Context: an optimization exercise on an open-source flow, tuned for small area. The choices shown serve that exercise and are no tape-out recipe.
In this exercise RTL edits were held to simulation tests only and were not proved equivalent to the original.
Power is estimated from default activity; no workload was simulated.

<file path="design/flow/config.mk">
export PLATFORM = sky130hd
export DESIGN_NAME = SPI_Wrapper
export DESIGN_NICKNAME = SPI_Wrapper
export VERILOG_FILES = /design/flow/design.v
export SDC_FILE = /design/flow/constraint.sdc
export NUM_CORES = 4
export LEC_CHECK = 0
export ABC_AREA = 1
export CAP_MARGIN = 20
export CORE_MARGIN = 2
export CORE_UTILIZATION = 65
export CTS_BUF_LIST = sky130_fd_sc_hd__clkbuf_8
export CTS_CLUSTER_DIAMETER = 60
export CTS_CLUSTER_SIZE = 20
export SLEW_MARGIN = 20
</file>
<file path="design/flow/constraint.sdc">
create_clock -name core_clock -period 5.0 [get_ports {clk}]
set_input_delay 1.0000 -clock core_clock [delete_from_list [all_inputs] [get_ports {clk}]]
set_output_delay 1.0000 -clock core_clock [all_outputs]
set_load 0.01 [all_outputs]
</file>
<file path="design/flow/design.v">
module RAM(clk,rst_n,ld_wa,ld_ra,ld_wr,rx_byte,rx_last,tx_data);
parameter MEM_DEPTH = 256;
parameter ADDR_SIZE = 8;
input clk,rst_n,ld_wa,ld_ra,ld_wr;
input[7:0] rx_byte,rx_last;
output reg[7:0] tx_data;
reg[ADDR_SIZE-1:0] addr_wr;
reg[ADDR_SIZE-1:0] addr_rd;
reg[ADDR_SIZE-1:0] wp_addr;   
reg[7:0] wp_data;             
reg[7:0] w0;                  
reg[3:0] c;
reg[7:0] ring[0:15][0:15];    
always @(posedge clk or negedge rst_n) begin
	if (!rst_n) begin
		addr_wr <= 0;
		addr_rd <= 0;
	end else begin
		if (ld_wa) addr_wr <= rx_last;
		if (ld_ra) addr_rd <= rx_last;
	end
end
wire wa0 = (addr_wr == 0);
always @(posedge clk) begin
	c <= c + 4'd1;
	if (ld_wr && wa0) w0 <= rx_byte;
	if (ld_wr && !wa0) begin
		wp_addr <= addr_wr;
		wp_data <= rx_byte;
	end
end
wire wphase = ((wp_addr[7:4] ^ c) == 4'hf);
genvar r, s;
generate
	for (r = 0; r < 16; r = r + 1) begin : rg
		always @(posedge clk)
			ring[r][0] <= (wphase && wp_addr[3:0] == r) ? wp_data : ring[r][15];
		for (s = 1; s < 16; s = s + 1) begin : sl
			always @(posedge clk)
				ring[r][s] <= ring[r][s-1];
		end
	end
endgenerate
wire[3:0] rh = addr_rd[7:4] ^ c;
wire rphase = (rh == 4'hf);
wire rphase7 = (rh[2:0] == 3'h7);
wire[7:0] w15 = ring[addr_rd[3:0]][15];
wire[7:0] w7 = ring[addr_rd[3:0]][7];
always @(posedge clk) begin
	if (addr_rd == 0) tx_data <= w0;
	else if (addr_rd == wp_addr) tx_data <= wp_data;
	else begin
		if (rphase) tx_data[6:0] <= w15[6:0];
		if (rphase7) tx_data[7] <= rh[3] ? w15[7] : w7[7];
	end
end
endmodule
module SPI_SLAVE(MOSI,SS_n,clk,rst_n,tx_data,MISO,ld_wa,ld_ra,ld_wr,rx_byte,rx_last);
input clk,rst_n,MOSI,SS_n;
input[7:0] tx_data;
output MISO;
output ld_wa;                 
output ld_ra;                 
output ld_wr;                 
output[7:0] rx_byte;          
output[7:0] rx_last;          
localparam IDLE = 2'd0;
localparam CHK  = 2'd1;
localparam DATA = 2'd2;
reg[1:0] cs;
reg[4:0] cnt;
reg[9:0] rx;
reg read_data;                
reg rdd;                      
always @(posedge clk or negedge rst_n) begin
	if (~rst_n) begin
		cs <= IDLE;
		read_data <= 1'b0;
	end else begin
		case (cs)
		IDLE: cs <= SS_n ? IDLE : CHK;
		CHK: begin
			cs <= SS_n ? IDLE : DATA;
			if (~SS_n && MOSI) read_data <= ~read_data;
		end
		DATA: cs <= SS_n ? IDLE : DATA;
		default: cs <= IDLE;
		endcase
	end
end
always @(posedge clk) begin
	rx <= {rx[8:0], MOSI};
	if (cs == CHK) begin
		cnt <= 5'd4;
		rdd <= MOSI & read_data;
	end else begin
		if (cnt != 5'd31) cnt <= cnt + 5'd1;
		if (cnt == 5'd4 || cnt == 5'd5) rdd <= rdd & MOSI;
	end
end
assign MISO = rdd && cnt[4:3] == 2'b10 && tx_data[3'd7 - cnt[2:0]];
wire at11 = (cs == DATA) && (cnt == 5'd13) && ~SS_n;
assign ld_wa = at11 && rx[8:7] == 2'b00;
assign ld_ra = at11 && rx[8:7] == 2'b10;
assign ld_wr = (cs == DATA) && (cnt == 5'd14) && rx[9:8] == 2'b01;
assign rx_byte = rx[7:0];
assign rx_last = {rx[6:0], MOSI};
endmodule
module SPI_Wrapper(MISO,MOSI,SS_n,clk,rst_n);
parameter MEM_DEPTH = 256;
parameter ADDR_SIZE = 8;
input MOSI,SS_n,clk,rst_n;
output MISO;
wire[7:0] tx_data,rx_byte,rx_last;
wire ld_wa,ld_ra,ld_wr;
RAM #(MEM_DEPTH,ADDR_SIZE) ram(clk,rst_n,ld_wa,ld_ra,ld_wr,rx_byte,rx_last,tx_data);
SPI_SLAVE spi(MOSI,SS_n,clk,rst_n,tx_data,MISO,ld_wa,ld_ra,ld_wr,rx_byte,rx_last);
endmodule
</file>
<file path="design/flow/flow/run.sh">
#!/bin/bash
# The standard layout (the standard.sh: standard synthesis, floorplan,
# placement, CTS, routing, finish), with clock tree synthesis run without
# dummy loads. Each step's own log is under orfs/logs/; make's output goes
# to standard.log here.
set -euo pipefail
export CTS_ARGS="-sink_clustering_enable -repair_clock_nets -dont_use_dummy_load -buf_list sky130_fd_sc_hd__clkbuf_8 -sink_clustering_size 22 -sink_clustering_max_diameter 60"
bash standard.sh finish > standard.log 2>&1
</file>
<file path="design/flow/standard.sh">
#!/bin/bash
# synth_recipe.tcl (not shown) runs the flow's synth.tcl, then flattens the netlist and writes it again
# the make line also repeats each setting of config.mk as NAME=value (left out here)
make -C /OpenROAD-flow-scripts/flow DESIGN_CONFIG=/design/flow/config.mk WORK_HOME=/design/flow/orfs CLKGATE_MAP_FILE= SYNTH_SCRIPT=/design/flow/synth_recipe.tcl "${@:-finish}"
</file>
==> results of run 1 <==
-- logic make-up (layout without fill, tap and decap cells) --
group | count (synthesis) | count (layout)
xor gates and xnor gates | 15 | 15
buffers and inverters | 86 | 177
DFF | 2119 | 2119
and+or+nand+nor | 497 | 497
AOI/OAI and AO/OA | 176 | 176
other | 0 | 2
adders and majority gates | 10 | 10
-- power groups by stage --
stage               combinational, uW  clock (uW)  sequential (uW)
floorplan                         244           0            17400
global placement                  320           0            17500
detailed placement                331           0            17500
CTS                               332        6520            17100
global route                      387        7100            17100
finish                            337        6280            17100
-- worst reg2reg max path, delay by kind of cell, from the launching register on --
kind	cells	cell delay [ns]
simple gates	4	1.05
buf+inv	2	0.22
flops	1	0.46
compound gates	1	0.35
-- per-stage QoR --
step,std cells,worst slack (ns)
after floorplan,2903,2.884
after global routing,3935,1.516
after detailed placement,3826,2.418
after CTS,3934,1.612
final,3936,1.651
after global placement,3826,2.399
-- state kept, by name, summed over array words and instances (netlist names) --
register       count
ram.ring        2048
spi.rx            10
ram.addr_rd        8
ram.addr_wr        8
ram.tx_data        8
ram.w0             8
ram.wp_addr        8
ram.wp_data        8
spi.cnt            5
ram.c              4
spi.cs             2
spi.rdd            1
spi.read_data      1
-- layout by cell type, fill, tap and decap left out, types with 8 or more instances in the layout --
master / n
dfxtp_1: 2067
nand2_1: 359
o21ai_0: 149
clkbuf_8: 108
nor2_1: 57
inv_1: 55
edfxtp_1: 33
nand3_1: 30
nand4_1: 28
dfrtp_1: 19
o21ai_1: 12
ha_1: 10
xnor2_1: 9
nor3_1: 9
a21oi_1: 9
buf_4: 8
-- area by class of cell --
class	instances	area [um2]	area share, %
clock buffers	108	1486	3.032
inverters	57	214.0	0.4364
multi-input cells	698	3197	6.521
repair buffers	12	100.1	0.2042
flip-flops and latches	2119	42850	87.40
diodes	2	5.005	0.01021
well taps	940	1176	2.399
-- metal layers --
layer,vias to the layer above,wire (um),GRT usage (%)
met3,147,2794,3.627
met2,327,28830,28.06
met1,8776,33030,26.89
li1,9178,-,-
met5,-,0,0
met4,0,2620,7.504
-- final timing paths --
kind	startpoint	slack (ns)	cells after the start	end
max	spi.cnt[0]	1.65	6	MISO
min	ram.ring[51][0]	0.28	0	ram.ring[52][0]
max reg2reg	ram.addr_rd[1]	2.54	7	ram.tx_data[1]
min reg2reg	ram.ring[51][0]	0.28	0	ram.ring[52][0]
max in group asynchronous	rst_n	3.59	1	spi.cs[1]
min in group asynchronous	rst_n	0.81	1	ram.addr_wr[6]
==> summary.md, run 1 <==
| Metric | Value |
|---|---|
| Status | timing/DRC/antenna clean |
| Drt total wl | 67.27 mm |
| Area post-placement | 47,530 um2 |
| Worst-path maximum fanout | 8 |
| Die area | 73,510 um2 |
| Mux cell area share after synthesis | 0% |
| Total Routing Usage GR | 18.62% |
| # fillers | 4,730 |
| Post-layout min period | 3.349 ns |
| Synth top area share | 89.21% |
| Initial core utilization | 65.89% |
| Synth area leader | dfxtp_1 |
| Cell row count | 97 |
| Post-DP HPWL | 44.31 mm |
| Post-synth top cells | 2,067 x dfxtp_1, 359 x nand2_1, 149 x o21ai_0 |
| Max Slew Vio Count | 0 |
| Via count | 18,430 |
| Sequential cell area fraction in the yosys report | 92.37% |
| Io pins | 5 |
| Layout cells sized above 1 | 4.275% |
| Post-synth EDFFs | 33 |
| Total Power | 23,700 uW |
| Cell Pwr Density | 483.4 nW/um2 |
| Largest net degree at the start of global routing | 23 |
| Worst Tran Pin Value | 1.005 ns |
| YS warnings | 3 |
| Core area | 70,390 um2 |
| Synth cell types | 31 |
| Setup bufs post-CTS | 0 |
| P&R area growth vs syn | 5.694% |
| Endpoints failing setup | 0 |
| Worst skew pair latency | 0.75 ns |
| Root Buffer | clkbuf_8 |
| Mean Syn Cell Area | 15.98 um2 |
| Int Pwr | 19,080 uW |
| Utilization after layout | 69.64% |
| Post-synth ARST share | 0.8966% |
| CP startpoint kind | register |
| Worst vdd ir | 0.3504 mV |
| Main combinational cell family by area after synthesis | simple AND/OR/NAND/NOR gates |
| FF+latch count, synth | 2,119 |
| Register clock-pin slew on the reported worst setup and hold paths | 0.11 ns |
| Max-Cap Viols | 0 |
| CTS tree | done |
| Crit-path leading delay family | buffers and inverters |
| Vias in the first global route | 18,050 |
| Max-slew headroom | 32.92% |
| Reported net switching power | 4618 uW |
| Post-route cell area | 49,020 um2 |
| Hold Crit Class | reg2reg |
| Critical path type | reg2out |
| RSZ-0062 raised after global routing | no |
| Setup TNS | 0 ns |
| CTS sink cnt | 2,119 |
| DR WL/cell | 17.09 um |
| I/O Buffers | 4 |
| Clk buf depth | 3 |
| Crit-path cells | inv_1 > nor2_1 > o22ai_1 > nand2_1 > a21oi_1 > clkdlybuf4s50_1 |
| Crit-path slowest cell | clkdlybuf4s50_1 |
| Final period util | 66.97% |
| Nets@finish | 3,010 |
| Antenna Nets Post-Route | 0 |
| Setup Skew | 0.06859 ns |
| WP data required | 4.00 ns |
| Initial drt markers | 1,083 |
| Die Span Y | 271.1 um |
| GRT Residual Overflow | 0 |
| Gate power share | 1.4% |
| H-tree depth | 3 |
| Post-synthesis xor/xnor area fraction | 0.2832% |
| Synth Area in Compound Gates | 1.931% |
| Hold Vio Cnt, Final | 0 |
| Post-Syn Nets | 2,917 |
| Clk network pwr share | 26.5% |
| CTS resizes | 0 |
| Synth Flop Type | dfxtp_1 |
| Initial antenna violation count | 1 |
| Critical path arrival | 2.35 ns |
| Largest cells by area after synthesis | dfxtp_1 89%, nand2_1 2.9%, edfxtp_1 2.1%, o21ai_0 1.6%, dfrtp_1 1.0% |
| Synth Instances | 2,903 |
| Count of hold-fix buffers inserted at cts | 0 |
| Post-Synth Simple-Gate Area | 4.408% |
| Maximum clock rate | 298.6 MHz |
| Vias per inst | 4.682 |
| Leakage Power | 0.01957 uW |
| Hold slack | 0.2774 ns |
| Sequential power share | 72.1% |
| Crit path buffers/inverters | 2 |
| TritonCTS Buffers | 108 |
| Switching share of total power | 19.49% |
| Die X | 271.1 um |
| Residual DRC count | 0 |
| Adder-cell share of the synthesized area | 0.2698% |
| Worst path max stage delay | 0.57 ns |
| Crit. End Element | output pin |
| Most frequent cell after synthesis | dfxtp_1 |
| Pre-antenna DRT Iters | 5 |
| First-pass GRT wire length | 102.7 mm |
| Area of the mapped netlist | 46,380 um2 |
| Placer Congestion | 0.9455 |
==> inputs of run 2 (changes only) <==
==> design/flow/run.sh (new file) <==
#!/bin/bash
# synth_recipe.tcl (not shown) runs the flow's synth.tcl, then flattens the netlist and writes it again
# the make line also repeats each setting of config.mk as NAME=value (left out here)
make -C /OpenROAD-flow-scripts/flow DESIGN_CONFIG=/design/flow/config.mk WORK_HOME=/design/flow/orfs CLKGATE_MAP_FILE= SYNTH_SCRIPT=/design/flow/synth_recipe.tcl finish
removed: design/flow/flow/run.sh
removed: design/flow/standard.sh
==> summary.md, run 2 <==
| Metric | Value |
|---|---|
| Total Routing Usage GR | 18.80% (+0.18 points) |
| Antenna Nets Post-Route | 0 (unchanged) |
| Max-Cap Viols | 0 (unchanged) |
| CTS resizes | 0 (unchanged) |
| Root Buffer | clkbuf_8 |
| First-pass GRT wire length | 103.8 mm (+1.1%) |
| Hold_sp | ram.ring[141][5] |
| TritonCTS Buffers | 117 (+8.3%) |
| Synth cell types | 31 (unchanged) |
| Worst Tran Pin Value | 0.9794 ns (-0.02563 ns) |
| Synth Instances | 2,903 (unchanged) |
| Setup Skew | 0.02737 ns (-0.04122 ns) |
| CP startpoint kind | register |
| Sequential cell area fraction in the yosys report | 92.37% (unchanged) |
| Worst vdd ir | 0.4185 mV (+19%) |
| Reported net switching power | 4809 uW (+4.1%) |
| Worst r2r path cells | 7 (unchanged) |
| Max-slew headroom | 34.63% (+1.7 points) |
| I/O Buffers | 4 (unchanged) |
| Die Span Y | 271.1 um (unchanged) |
| Post-synth top cells | 2,067 x dfxtp_1, 359 x nand2_1, 149 x o21ai_0 |
| Die X | 271.1 um (unchanged) |
| Vias in the first global route | 18,180 (+0.71%) |
| Main combinational cell family by area after synthesis | simple AND/OR/NAND/NOR gates |
| Largest register FFs | 2,048 (unchanged) |
| Worst-path maximum fanout | 8 (unchanged) |
| Post-synthesis xor/xnor area fraction | 0.2832% (unchanged) |
| GRT Residual Overflow | 0 (unchanged) |
| Gate power share | 1.4% (about the same) |
| Most frequent cells in the layout | 2,067 x dfxtp_1, 359 x nand2_1, 149 x o21ai_0 |
| FF+latch count, synth | 2,119 (unchanged) |
| Biggest register | ram.ring |
| Mux cell area share after synthesis | 0% (unchanged) |
| Post-DP HPWL | 44.31 mm (unchanged) |
| Mean Syn Cell Area | 15.98 um2 (unchanged) |
| H-tree depth | 3 (unchanged) |
| Hold Vio Cnt, Final | 0 (unchanged) |
| RSZ-0062 raised after global routing | no |
| Initial antenna violation count | 1 (unchanged) |
| Largest net degree at the start of global routing | 22 (-4.3%) |
| Post-synth EDFFs | 33 (unchanged) |
| Synth Flop Type | dfxtp_1 |
| Post-layout min period | 3.430 ns (+0.08125 ns) |
| Clk network pwr share | 28.0% (+1.5 points) |
| Initial core utilization | 65.89% (unchanged) |
| Worst skew pair latency | 0.77 ns (+0.02 ns) |
| Post-Synth Simple-Gate Area | 4.408% (unchanged) |
| DR WL/cell | 17.16 um (+0.40%) |
| Synth top area share | 89.21% (unchanged) |
| Worst R2R Setup Slack | 2.55 ns (about the same) |
| Synth area leader | dfxtp_1 |
| Count of hold-fix buffers inserted at cts | 0 (unchanged) |
| Area of the mapped netlist | 46,380 um2 (unchanged) |
| Pre-antenna DRT Iters | 5 (unchanged) |
| Post-Syn Nets | 2,917 (unchanged) |
| Clk buf depth | 3 (unchanged) |
| Hold Crit Class | reg2reg |
| Maximum clock rate | 291.5 MHz (-2.4%) |
| Synth Area in Compound Gates | 1.931% (unchanged) |
| Most frequent cell after synthesis | dfxtp_1 |
| Adder-cell share of the synthesized area | 0.2698% (unchanged) |
| Register clock-pin slew on the reported worst setup and hold paths | 0.11 ns (about the same) |
| Critical path origin | spi.cnt[0] |
| # fillers | 4,696 (-0.72%) |
| Int Pwr | 19,360 uW (+1.5%) |
| Status | timing/DRC/antenna clean |
| WHS Path Cells | 0 (unchanged) |
| Sequential power share | 70.6% (-1.5 points) |
| Residual DRC count | 0 (unchanged) |
| Cell row count | 97 (unchanged) |
| CTS sink cnt | 2,119 (unchanged) |
| Endpoints failing setup | 0 (unchanged) |
| Core area | 70,390 um2 (unchanged) |
| Max Slew Vio Count | 0 (unchanged) |
| Register area | 42,850 um2 (unchanged) |
| Worst Hold End | ram.ring[142][5] |
| Crit. End Element | output pin |
| Largest regs | ram.ring: 2048 flops, spi.rx: 10 flops |
| Critical path arrival | 2.43 ns (+0.08 ns) |
| Initial drt markers | 1,018 (-6.0%) |
| WP data required | 4.00 ns (about the same) |
| Total Power | 24,170 uW (+2.0%) |
| Switching share of total power | 19.89% (+0.41 points) |
| Setup bufs post-CTS | 0 (unchanged) |
| Vias per inst | 4.658 (-0.51%) |
| Area of the multi-input gates | 3197 um2 (unchanged) |
| Critical path type | reg2out |
| Via count | 18,460 (+0.20%) |
| Leakage Power | 0.01974 uW (+0.88%) |
| Placer Congestion | 0.9455 (unchanged) |
| RR Startpoint | ram.addr_rd[1] |
| Post-synth ARST share | 0.8966% (unchanged) |
| Io pins | 5 (unchanged) |
| Nets@finish | 3,019 (+0.30%) |
| Drt total wl | 68.02 mm (+1.1%) |
| Largest cells by area after synthesis | dfxtp_1 89%, nand2_1 2.9%, edfxtp_1 2.1%, o21ai_0 1.6%, dfrtp_1 1.0% |
| Final period util | 68.60% (+1.6 points) |
| P&R area growth vs syn | 6.350% |
| Reg-to-reg endpoint | ram.tx_data[4] |
| Die area | 73,510 um2 (unchanged) |
| CTS tree | done |
| YS warnings | 3 (unchanged) |
| Cell Pwr Density | 490.1 nW/um2 (+1.4%) |
| Commonest non-fill, non-tap cell in the layout | dfxtp_1 |
| Setup TNS | 0 ns (unchanged) |
| Layout cells sized above 1 | 4.932% (+0.66 points) |
run 2: cell count changes in the layout (fill, tap and decap cells not counted), sizes merged:
cell	change
clkbuf	+11
clkinv	+2
bufinv	+1
clkinvlp	+1
diode	+1
inv	+12
run 2: critical path: stages (launching register included):
cell	delay [ns]
dfxtp_1	0.40
inv_1	0.20
nor2_1	0.07
o22ai_1	0.18
nand2_1	0.07
a21oi_1	0.18
clkdlybuf4s50_1	0.57
run 2: cell type report:
cell class                      instances  share of cell area, %
Inverter                               57                 0.4337
Clock buffer                          119                  3.320
Antenna cell                            3                0.01522
Timing Repair Buffer                   12                 0.2029
Sequential cell                      2119                  86.86
Tap cell                              940                  2.384
Clock inverter                         16                 0.3044
Multi-Input combinational cell        698                  6.481
run 2: how the worst max path moves through the flow:
| stage | to | slack (ns) | cells past startpoint |
|---|---|---|---|
| 3_3_place_gp | MISO | 2.40 | 6 |
| 6_report | MISO | 1.57 | 6 |
| 5_1_grt | MISO | 1.43 | 6 |
| 4_1_cts | MISO | 1.52 | 6 |
| 2_1_floorplan | ram.wp_addr[0] | 2.88 | 5 |
| 3_5_place_dp | MISO | 2.42 | 6 |
run 2: cells by family (layout without fill, tap and decap cells):
kind of cell	after synthesis	count (layout)
buffers and inverters	86	204
AO/OA/AOI/OAI	176	176
XOR/XNOR	15	15
other	0	3
adder cells (fa/ha/maj)	10	10
flip-flops	2119	2119
AND/OR/NAND/NOR	497	497
run 2: power by group through the flow:
stage	clock network, uW	registers, uW	logic [uW]
floorplan	0	17400	244
global placement	0	17500	320
detailed placement	0	17500	331
CTS	7000	17100	333
global route	7600	17100	387
finish	6760	17100	337
run 2: per-stage QoR:
stage	hold slack [ns]	setup WS, ns	instance area [um2]	utilization, %	cells
floorplan	0.3096	2.884	46380	-	2903
CTS	0.3229	1.523	49320	70.07	3961
finish	0.3217	1.570	49330	70.08	3964
detailed placement	0.3121	2.418	47530	67.53	3826
global placement	0.3095	2.399	47530	67.53	3826
global route	0.3152	1.433	49320	70.07	3962
run 2: routing by layer:
metal / part of all wire, % / GRT usage, % / wire length (um) / vias up
met1: 49 / 27.21 / 33520 / 8780
met5: 0 / 0 / 0 / -
li1: - / - / - / 9216
met4: 3.6 / 7.403 / 2451 / 0
met2: 43 / 28.48 / 29280 / 328
met3: 4.1 / 3.485 / 2773 / 140
==> inputs of run 3 (changes only) <==
==> design/flow/flow/run.sh (new file) <==
#!/bin/bash
# The standard layout (standard.sh) with two changes:
#  1. After the standard synthesis, the logic between the registers is mapped
#     again with ABC's area-oriented mapper (resynth.sh). The registers, their
#     names and cell types, and the ports are kept as synthesis made them.
#  2. Clock tree synthesis runs without dummy loads, with clkbuf_8 clusters
#     of up to 22 sinks.
# Logs: synth.log and standard.log (make's output), resynth.log (Yosys);
# each ORFS step's own log is under orfs/logs/.
set -euo pipefail
export CTS_ARGS="-sink_clustering_enable -repair_clock_nets -dont_use_dummy_load -buf_list sky130_fd_sc_hd__clkbuf_8 -sink_clustering_size 22 -sink_clustering_max_diameter 60"
bash standard.sh synth > synth.log 2>&1
bash flow/resynth.sh orfs/results/$FLOW_PLATFORM/SPI_Wrapper/base/1_2_yosys.v
bash standard.sh finish > standard.log 2>&1
==> design/flow/flow/resynth.sh (new file) <==
#!/bin/bash
# resynth.sh NETLIST: maps the logic of the synthesized NETLIST again with
# ABC (strash; dch; map -a), keeping every sequential cell instance (kept as
# a black box) and the ports. The standard netlist is kept as NETLIST.std;
# Yosys's output goes to resynth.log in the current folder.
set -euo pipefail
N=$1
YOSYS=$(command -v yosys || echo "$FLOW_HOME/../tools/install/yosys/bin/yosys")
LIB=$FLOW_HOME/platforms/sky130hd/lib/sky130_fd_sc_hd__tt_025C_1v80.lib
cp "$N" "$N.std"
# sequential cells used by the netlist: kept as black boxes
SEQ=$(grep -oE "sky130_fd_sc_hd__(df|edf|sdf|sedf|dl)[a-z0-9_]+" "$N.std" | sort -u | tr '\n' ' ')
# the platform's don't-use cells
DU=""
for c in sky130_fd_sc_hd__probe_p_8 sky130_fd_sc_hd__probec_p_8 $(grep -oE 'cell *\("?sky130_fd_sc_hd__lpflow_[a-z0-9_]+' "$LIB" | grep -oE 'sky130_fd_sc_hd__lpflow_[a-z0-9_]+' | sort -u); do
  DU="$DU -dont_use $c"
done
printf 'strash\ndch\nmap -a\ntopo\n' > resynth.abc
$YOSYS -l resynth.log -p "
read_liberty -ignore_miss_func $LIB
blackbox $SEQ
read_verilog $N.std
hierarchy -top $FLOW_TOP
flatten
opt -purge
abc -liberty $LIB $DU -script resynth.abc
opt_clean -purge
stat -liberty $LIB
write_verilog -noattr -nohex -nodec $N
" > /dev/null
touch "$N"
==> design/flow/standard.sh (new file) <==
#!/bin/bash
# synth_recipe.tcl (not shown) runs the flow's synth.tcl, then flattens the netlist and writes it again
# the make line also repeats each setting of config.mk as NAME=value (left out here)
make -C /OpenROAD-flow-scripts/flow DESIGN_CONFIG=/design/flow/config.mk WORK_HOME=/design/flow/orfs CLKGATE_MAP_FILE= SYNTH_SCRIPT=/design/flow/synth_recipe.tcl "${@:-finish}"
removed: design/flow/run.sh
==> summary.md, run 3 <==
| Metric | Value |
|---|---|
| Commonest non-fill, non-tap cell in the layout | dfxtp_1 |
| Clk network pwr share | 26.6% (-1.4 points) |
| Placer Congestion | 0.9967 (+5.4%) |
| Worst path max stage delay | 0.62 ns (+0.05 ns) |
| Synth Instances | 2,770 (-4.6%) |
| RSZ-0062 raised after global routing | no |
| Sequential power share | 72.2% (+1.6 points) |
| Register area | 42,850 um2 (unchanged) |
| Post-Syn Nets | 2,774 (-4.9%) |
| Crit-path cells | clkinv_1 > nor2_1 > a22oi_1 > a31o_2 > a31oi_1 > clkdlybuf4s50_1 |
| Clk buf depth | 3 (unchanged) |
| Max Slew Vio Count | 0 (unchanged) |
| Met1 usage in global routing | 29.87% (+2.7 points) |
| Switching share of total power | 19.33% (-0.57 points) |
| RR Startpoint | ram.addr_rd[1] |
| Mean Syn Cell Area | 16.59 um2 (+3.8%) |
| Int Pwr | 19,090 uW (-1.4%) |
| CTS sink cnt | 2,119 (unchanged) |
| Setup Skew | 0.1216 ns (+0.09424 ns) |
| Worst Tran Pin Value | 1.079 ns (+0.09965 ns) |
| Total Routing Usage GR | 19.72% (+0.92 points) |
| Maximum clock rate | 263.5 MHz (-9.6%) |
| Non-Filler Instances | 3,838 (-3.2%) |
| Largest net degree at the start of global routing | 23 (+4.5%) |
| Cell row count | 97 (unchanged) |
| Setup TNS | 0 ns (unchanged) |
| Crit-path slowest cell | clkdlybuf4s50_1 |
| Vias per inst | 4.763 (+2.3%) |
| Biggest register | ram.ring |
| I/O Buffers | 4 (unchanged) |
| Antenna Nets Post-Route | 0 (unchanged) |
| Drt total wl | 71.15 mm (+4.6%) |
| GRT met3 Usage | 3.432% (-0.053 points) |
| CTS tree | done |
| Final period util | 75.89% (+7.3 points) |
| Die X | 269.9 um (-0.45%) |
| Count of hold-fix buffers inserted at cts | 0 (unchanged) |
| # fillers | 4,701 (+0.11%) |
| Worst r2r path cells | 7 (unchanged) |
| Gate power share | 1.2% (-0.2 points) |
| Setup bufs post-CTS | 0 (unchanged) |
| Root Buffer | clkbuf_8 |
| Post-DP HPWL | 48.22 mm (+8.8%) |
| Core area | 70,030 um2 (-0.52%) |
| Io pins | 5 (unchanged) |
| CP startpoint kind | register |
| Worst-path maximum fanout | 3 (-5) |
| Worst R2R Setup Slack | 1.92 ns (-0.63 ns) |
| Critical path type | reg2out |
| GRT busiest layer | met1 |
| Max-Cap Viols | 0 (unchanged) |
| Worst vdd ir | 0.4785 mV (+14%) |
| Area of the multi-input gates | 2769 um2 (-13%) |
| Leakage Power | 0.01918 uW (-2.8%) |
| PnR worst setup slack | 1.205 ns (-0.3646 ns) |
| First-pass GRT wire length | 105.8 mm (+1.9%) |
| CTS resizes | 0 (unchanged) |
| GRT Residual Overflow | 0 (unchanged) |
| Critical path arrival | 2.79 ns (+0.36 ns) |
| Die Span Y | 269.9 um (-0.45%) |
| Initial antenna violation count | 9 (+8) |
| Endpoints failing setup | 0 (unchanged) |
| Met2 Usage GRT | 28.64% (+0.15 points) |
| Pre-CTS setup slack | 1.999 ns (-0.4192 ns) |
| Worst skew pair latency | 0.76 ns (about the same) |
| Residual DRC count | 0 (unchanged) |
| CP Capture Point | MISO |
| Die area | 72,850 um2 (-0.89%) |
| Initial core utilization | 65.63% (-0.26 points) |
| Nets@finish | 2,900 (-3.9%) |
| Crit-path leading delay family | buffers and inverters |
| WP data required | 4.00 ns (about the same) |
| Layout cells sized above 1 | 4.768% (-0.16 points) |
| Critical path origin | spi.cnt[0] |
| Initial drt markers | 1,301 (+28%) |
| Reported net switching power | 4572 uW (-4.9%) |
| Vias in the first global route | 17,400 (-4.3%) |
| Largest register FFs | 2,048 (unchanged) |
| DR WL/cell | 18.54 um (+8.0%) |
| Area of the mapped netlist | 45,960 um2 (-0.91%) |
| Largest regs | ram.ring: 2048 flops, spi.rx: 10 flops |
| Placed insts | 3,725 (-2.6%) |
| H-tree depth | 3 (unchanged) |
| Post-layout min period | 3.795 ns (+0.3646 ns) |
| Most frequent cells in the layout | 2,067 x dfxtp_1, 129 x nor2_1, 109 x clkbuf_8 |
| Reg-to-reg endpoint | ram.tx_data[3] |
| Register clock-pin slew on the reported worst setup and hold paths | 0.12 ns (about the same) |
| Cell Pwr Density | 484.9 nW/um2 (-1.1%) |
| YS warnings | 3 (unchanged) |
| Crit path buffers/inverters | 2 (unchanged) |
| Utilization after layout | 69.67% (-0.40 points) |
| Hold Vio Cnt, Final | 0 (unchanged) |
| P&R area growth vs syn | 6.155% |
| Max-slew headroom | 27.98% (-6.6 points) |
| Via count | 18,280 (-1.0%) |
| Hold Crit Class | in2async |
| Status | timing/DRC/antenna clean |
| CP Depth | 6 (unchanged) |
| Pre-antenna DRT Iters | 6 (+1) |
| TritonCTS Buffers | 109 (-6.8%) |
| Crit. End Element | output pin |
==> run 3: layout make-up <==
cell class	instances	share of cell area, %
multi-input combinational	552	5.675
tap	940	2.411
clock buffer	109	3.075
timing repair buffer	15	0.2411
antenna	4	0.02052
inverter	99	0.7616
sequential	2119	87.82
==> run 3: stage by stage <==
step	hold WS (ns)	total power [uW]	area (um2)
finish	0.2157	23660	48790
CTS	0.2780	23870	48790
floorplan	0.3096	17640	45960
global placement	0.3096	17720	47290
global route	0.1874	24500	48790
detailed placement	0.3121	17730	47290
==> run 3: how the worst min path moves through the flow <==
stage | start | end | cells after the start
after CTS | ram.ring[115][4] | ram.ring[116][4] | 0
final | rst_n | ram.addr_wr[3] | 1
after floorplan | ram.ring[99][0] | ram.ring[100][0] | 0
after global placement | ram.ring[168][2] | ram.ring[169][2] | 0
after detailed placement | ram.ring[128][3] | ram.ring[129][3] | 0
after global routing | rst_n | ram.addr_wr[3] | 1
==> run 3: routing by layer <==
layer | part of all wire (%) | vias to the layer above | routed length (um)
met4 | 3.3 | 0 | 2378
li1 | - | 8959 | -
met5 | 0 | - | 0
met1 | 50 | 8674 | 35350
met2 | 42 | 487 | 29660
met3 | 5.3 | 160 | 3769
==> run 3: worst register-to-register path, stage by stage, from the launching register on <==
cell,delay (ns)
dfrtp_1,0.46
nor2_1,0.15
clkinv_1,0.14
nor2_1,0.36
clkinv_1,0.35
nor2_1,0.71
nor2_1,0.15
o21ai_0,0.39
==> run 3: power by group through the flow <==
stage | Clock (uW) | Combinational, uW | Sequential (uW)
2_1_floorplan | 0 | 200 | 17400
4_1_cts | 6510 | 274 | 17100
6_report | 6290 | 284 | 17100
5_1_grt | 7080 | 316 | 17100
3_3_place_gp | 0 | 262 | 17500
3_5_place_dp | 0 | 272 | 17500

[re-timing with driven ports]
The flow's constraints put no driver on any port. The routed layouts listed below were extracted and timed again, unchanged, in two steps.
Step 1 (the two cells are an assumption about what drives the block):
set clk [get_ports {clk}]
set_driving_cell -lib_cell sky130_fd_sc_hd__clkbuf_16 $clk
set_driving_cell -lib_cell sky130_fd_sc_hd__buf_2 [delete_from_list [all_inputs] $clk]
Step 2 moves the port delays by t, midway between the first and last clock arrival at a register: inputs arrive t later, outputs are due t later. That takes back most of the time a late clock gives input paths.
a / b / c = ideal ports / drivers / drivers and shift; a / b = the first two.
run	t, ns	slack for setup (ns)	hold WS [ns]	worst data-port slew with drivers (ns)
run 1	0.775	1.651 / 1.591 / 2.367	0.277 / 0.277 / 0.277	0.03
run 2	0.811	1.570 / 1.512 / 2.323	0.322 / 0.322 / 0.322	0.03
run 3	0.752	1.205 / 1.151 / 1.903	0.216 / 0.283 / 0.283	0.11
After both steps every run listed still meets setup and hold.
